Source: an optimization exercise on an open RTL-to-GDS flow (aim: small area, a short achievable clock period and few clock cycles per item). Production flows keep margins and buffers that such runs may drop. Only simulation tests tie the RTL to the original design; equivalence was not proved. No activity file was given, so power comes from the tool's default toggle rates.

== job 2871 ==
==> flow/design.v <==
`timescale 1ns / 1ps
module decimal_to_bcd #(
    parameter INPUT_WIDTH = 14,
    parameter DECIMAL_DIGITS = 4
)(
    input wire clk_i,
    input wire rst_i,
    input wire start_i,
    input wire [INPUT_WIDTH-1 : 0] binary_i,
    output reg [DECIMAL_DIGITS*4-1 : 0] bcd_o,
    output reg done_o
);
function [3:0] add3;
    input [3:0] d;
    begin
        add3[3] = d[3] | (d[2] & (d[1] | d[0]));
        add3[2] = (d[3] & d[0]) | (d[2] & ~d[1] & ~d[0]);
        add3[1] = (d[1] & (~d[2] | d[0])) | (d[3] & ~d[0]);
        add3[0] = (~d[3] & ~d[2] & d[0]) | (d[2] & d[1] & ~d[0]) | (d[3] & ~d[0]);
    end
endfunction
function [19:0] front;
    input [13:0] b;
    reg [29:0] sr;
    integer i, d;
    begin
        sr = {16'd0, b};
        for (i = 0; i < 10; i = i + 1) begin
            for (d = 0; d < 4; d = d + 1)
                sr[14 + d*4 +: 4] = add3(sr[14 + d*4 +: 4]);
            sr = sr << 1;
        end
        front = sr[29:10];
    end
endfunction
function [15:0] back;
    input [19:0] s;
    reg [29:0] sr;
    integer i, d;
    begin
        sr = {s, 10'd0};
        for (i = 10; i < 14; i = i + 1) begin
            for (d = 0; d < 4; d = d + 1)
                sr[14 + d*4 +: 4] = add3(sr[14 + d*4 +: 4]);
            sr = sr << 1;
        end
        back = sr[29:14];
    end
endfunction
wire [19:0] front_w = front(binary_i);
reg  [16:0] mid;
always @(posedge clk_i) begin
    mid <= front_w[16:0];
end
always @(posedge clk_i or posedge rst_i) begin
    if (rst_i) done_o <= 1'b0;
    else       done_o <= start_i;
end
always @(*) begin
    bcd_o = back({{(20-17){1'b0}}, mid});
end
endmodule
==> flow/config.mk <==
export PLATFORM = sky130hd
export DESIGN_NAME = decimal_to_bcd
export DESIGN_NICKNAME = decimal_to_bcd
export VERILOG_FILES = /design/flow/design.v
export SDC_FILE = /design/flow/constraint.sdc
export NUM_CORES = 4
export LEC_CHECK = 0
export ABC_AREA = 1
export CAP_MARGIN = 20
export CORE_MARGIN = 2
export CORE_UTILIZATION = 40
export CTS_CLUSTER_DIAMETER = 100
export CTS_CLUSTER_SIZE = 30
export SLEW_MARGIN = 20
==> flow/constraint.sdc <==
create_clock -name core_clock -period 10.0 [get_ports {clk_i}]
set_input_delay 2.0000 -clock core_clock [delete_from_list [all_inputs] [get_ports {clk_i}]]
set_output_delay 2.0000 -clock core_clock [all_outputs]
set_load 0.01 [all_outputs]
standard.sh (not shown) runs the stock make flow with config.mk's settings and CLKGATE_MAP_FILE= SYNTH_SCRIPT=/design/flow/synth_recipe.tcl, a recipe that flattens the netlist after the stock synthesis.
==> flow/flow/run.sh <==
#!/bin/bash
# Own layout flow: the standard layout (standard.sh) with
#  - synthesis run through ORFS's own synth script, but with the ABC area
#    script replaced by flow/abc_area.script (combinational mapping only;
#    registers and their names are the standard synthesis's),
#  - the port buffers made from a fast small buffer instead of the default,
set -euo pipefail
W=$(pwd)
BUF=${BUF:-sky130_fd_sc_hd__buf_2}
MARGIN=${MARGIN:-0}
rm -rf "$W/scripts_mod"
cp -r "$FLOW_HOME/scripts" "$W/scripts_mod"
cp "$W/flow/abc_area.script" "$W/scripts_mod/abc_area.script"
bash standard.sh SCRIPTS_DIR="$W/scripts_mod" ABC_AREA=1 synth > "$W/synth.log" 2>&1
bash standard.sh "BUFFER_PORTS_ARGS=-buffer_cell $BUF" SETUP_SLACK_MARGIN=$MARGIN finish > "$W/layout.log" 2>&1
==> flow/flow/abc_area.script <==
strash
dch
map -B 0.9
topo
buffer -c
upsize -c
dnsize -c
Every stage of the flow completed for job 2871, and the final layout passed the timing, DRC and antenna checks.
Testbench counts of job 2871, summed over its fixed seeds: cycles 2,048, items 2,048.
> inputs changed (job 2871 -> job 9119)
- PLACE_DENSITY newly set to 0.8
- CORE_UTILIZATION changed from 40 to 70
==> comparison <==
On clock period minus worst slack, job 2871 beats job 9119.
Diff job 9119..job 2871 | fraction of synthesis flops using an asynchronous set or reset pin | unchanged
Share of total power in combinational logic: job 9119 and job 2871 compared, higher one is job 9119
## Diff of input files: job 8429 against job 9119
- CORE_UTILIZATION now 40, was 70
- CTS_CLUSTER_SIZE no longer set, was 30
- CTS_CLUSTER_DIAMETER no longer set, was 100
- PLACE_DENSITY no longer set, was 0.8
diff --git a/flow/flow/run.sh b/flow/flow/run.sh
--- a/flow/flow/run.sh
+++ b/flow/flow/run.sh
@@ -9,3 +9,3 @@
 BUF=${BUF:-sky130_fd_sc_hd__buf_2}
-MARGIN=${MARGIN:-0}
+MARGIN=${MARGIN:-5.8}
 rm -rf "$W/scripts_mod"
--- outcome ---
Re met3 layer wire length in the routed design: job 8429 is about 40% down on job 9119. Result for job 9119 and job 8429: all clean. Job 8429 against job 9119: clock network power share fell by 0.3 points, peak fanout along the critical path fell by 1.
Here is what was changed in the inputs of job 3721 compared with job 8429.
diff --git a/flow/flow/run.sh b/flow/flow/run.sh
--- a/flow/flow/run.sh
+++ b/flow/flow/run.sh
@@ -8,4 +8,5 @@
 W=$(pwd)
-BUF=${BUF:-sky130_fd_sc_hd__buf_2}
-MARGIN=${MARGIN:-5.8}
+BUF=${BUF:-sky130_fd_sc_hd__buf_1}
+MARGIN=${MARGIN:-0}
+CTS="-sink_clustering_enable -repair_clock_nets -dont_use_dummy_load -root_buf sky130_fd_sc_hd__clkbuf_4 -buf_list sky130_fd_sc_hd__clkbuf_4 -sink_clustering_size 30 -sink_clustering_max_diameter 500"
 rm -rf "$W/scripts_mod"
@@ -14,2 +15,2 @@
 bash standard.sh SCRIPTS_DIR="$W/scripts_mod" ABC_AREA=1 synth > "$W/synth.log" 2>&1
-bash standard.sh "BUFFER_PORTS_ARGS=-buffer_cell $BUF" SETUP_SLACK_MARGIN=$MARGIN finish > "$W/layout.log" 2>&1
+bash standard.sh "BUFFER_PORTS_ARGS=-buffer_cell $BUF" "CTS_ARGS=$CTS" SETUP_SLACK_MARGIN=$MARGIN finish > "$W/layout.log" 2>&1
==> flow/flow/abc_area.script <==
strash
balance -l
resub -K 6 -l
rewrite -l
resub -K 6 -N 2 -l
refactor -l
resub -K 8 -l
balance -l
resub -K 8 -N 2 -l
rewrite -l
resub -K 10 -l
rewrite -z -l
resub -K 10 -N 2 -l
balance -l
resub -K 12 -l
refactor -z -l
resub -K 12 -N 2 -l
rewrite -z -l
balance -l
dch -f
map -B 0.9
topo
buffer -c
upsize -c
dnsize -c
Notes after the runs:
NOTE area after synthesis job 8429->job 3721 decreased by more than 10%
Going from job 8429 to job 3721, the post-cts gate resize count was found to have gone down by 17.
Number of different library cells in the post-synthesis netlist in job 3721 vs job 8429: up 6
Clock power for job 3721: 44% down relative to job 8429
The maximum fanout along the worst path in job 3721 sits 5 above the value recorded for job 8429.
Job 3721 vs. job 8429: number of flops mapped to enable cells by yosys roughly the same, post-route cell area lower, overall routed net length lower.
Count of clock-buffer cells in the layout: job 3721 and job 8429 compared, lower one is job 3721
Comparing job 3721 and job 8429, the lower multi-input gate share of total cell area was measured on job 3721.
> inputs changed (job 3721 -> job 375)
diff --git a/flow/flow/run.sh b/flow/flow/run.sh
--- a/flow/flow/run.sh
+++ b/flow/flow/run.sh
@@ -10,3 +10,3 @@
 MARGIN=${MARGIN:-0}
-CTS="-sink_clustering_enable -repair_clock_nets -dont_use_dummy_load -root_buf sky130_fd_sc_hd__clkbuf_4 -buf_list sky130_fd_sc_hd__clkbuf_4 -sink_clustering_size 30 -sink_clustering_max_diameter 500"
+CTS="-sink_clustering_enable -repair_clock_nets -dont_use_dummy_load -sink_clustering_size 30 -sink_clustering_max_diameter 200"
 rm -rf "$W/scripts_mod"
==> flow/flow/abc_area.script <==
strash
&get -n
&dch -f
&nf -R 1000
&put
topo
buffer -c
upsize -c
dnsize -c
In the flow results for job 375 and job 3721, the total half-perimeter wirelength after legalization and detailed placement is smaller on job 3721. Summary: final wirelength, job 375 worse than job 3721. Diff job 3721 -> job 375: via count of the first global-routing pass moved up, number of enable flip-flop cells after synthesis level, global-route track usage on met1 moved up. When the final numbers for job 375 and job 3721 were put side by side, the critical path's largest stage delay turned out to be smaller in job 3721. A classification of the worst setup path of in2reg is what job 3721 shows, while reg2out belongs to job 375. Comparing XOR/XNOR share of the synthesized area for job 375 and job 3721, the smaller number came from job 375. Worst setup slack after layout for job 375: 0.17 ns up relative to job 3721. Job 375 finished all stages; the layout is clean.

separate check: timing with driven ports:
The flow's constraints put no driver on any port. The routed layouts listed below were extracted and timed again, unchanged, in two steps. Step 1: set_driving_cell puts a clkbuf_16 on clk_i and a buf_2 on each other input, an assumption about the parent block. Step 2 also shifts input and output timing later by t, the mid clock arrival at the registers, as if the neighbouring blocks saw the same clock. a / b / c = no drivers / after step 1 / after step 2; a / b = the first two.
run	t, ns	setup slack, ns	hold slack, ns	slew at the worst register clock pin (ns)	worst data-port slew with drivers (ns)
job 2871	0.273	5.533 / 5.507 / 5.779	1.570 / 1.562 / 1.835	0.06 / 0.06	0.03
job 9119	0.315	5.455 / 5.432 / 5.747	1.519 / 1.515 / 1.829	0.10 / 0.10	0.03
job 8429	0.275	5.754 / 5.726 / 6.001	1.569 / 1.560 / 1.835	0.06 / 0.06	0.03
job 3721	0.292	5.209 / 5.209 / 4.917	1.501 / 1.504 / 1.796	0.10 / 0.10	0.03
job 375	0.265	5.375 / 5.351 / 5.243	1.548 / 1.544 / 1.809	0.06 / 0.06	0.03
After both steps every run listed still meets setup and hold. The setup slack of job 3721, which loses most, moves by 0.000 ns with the drivers and by -0.292 ns with both steps.
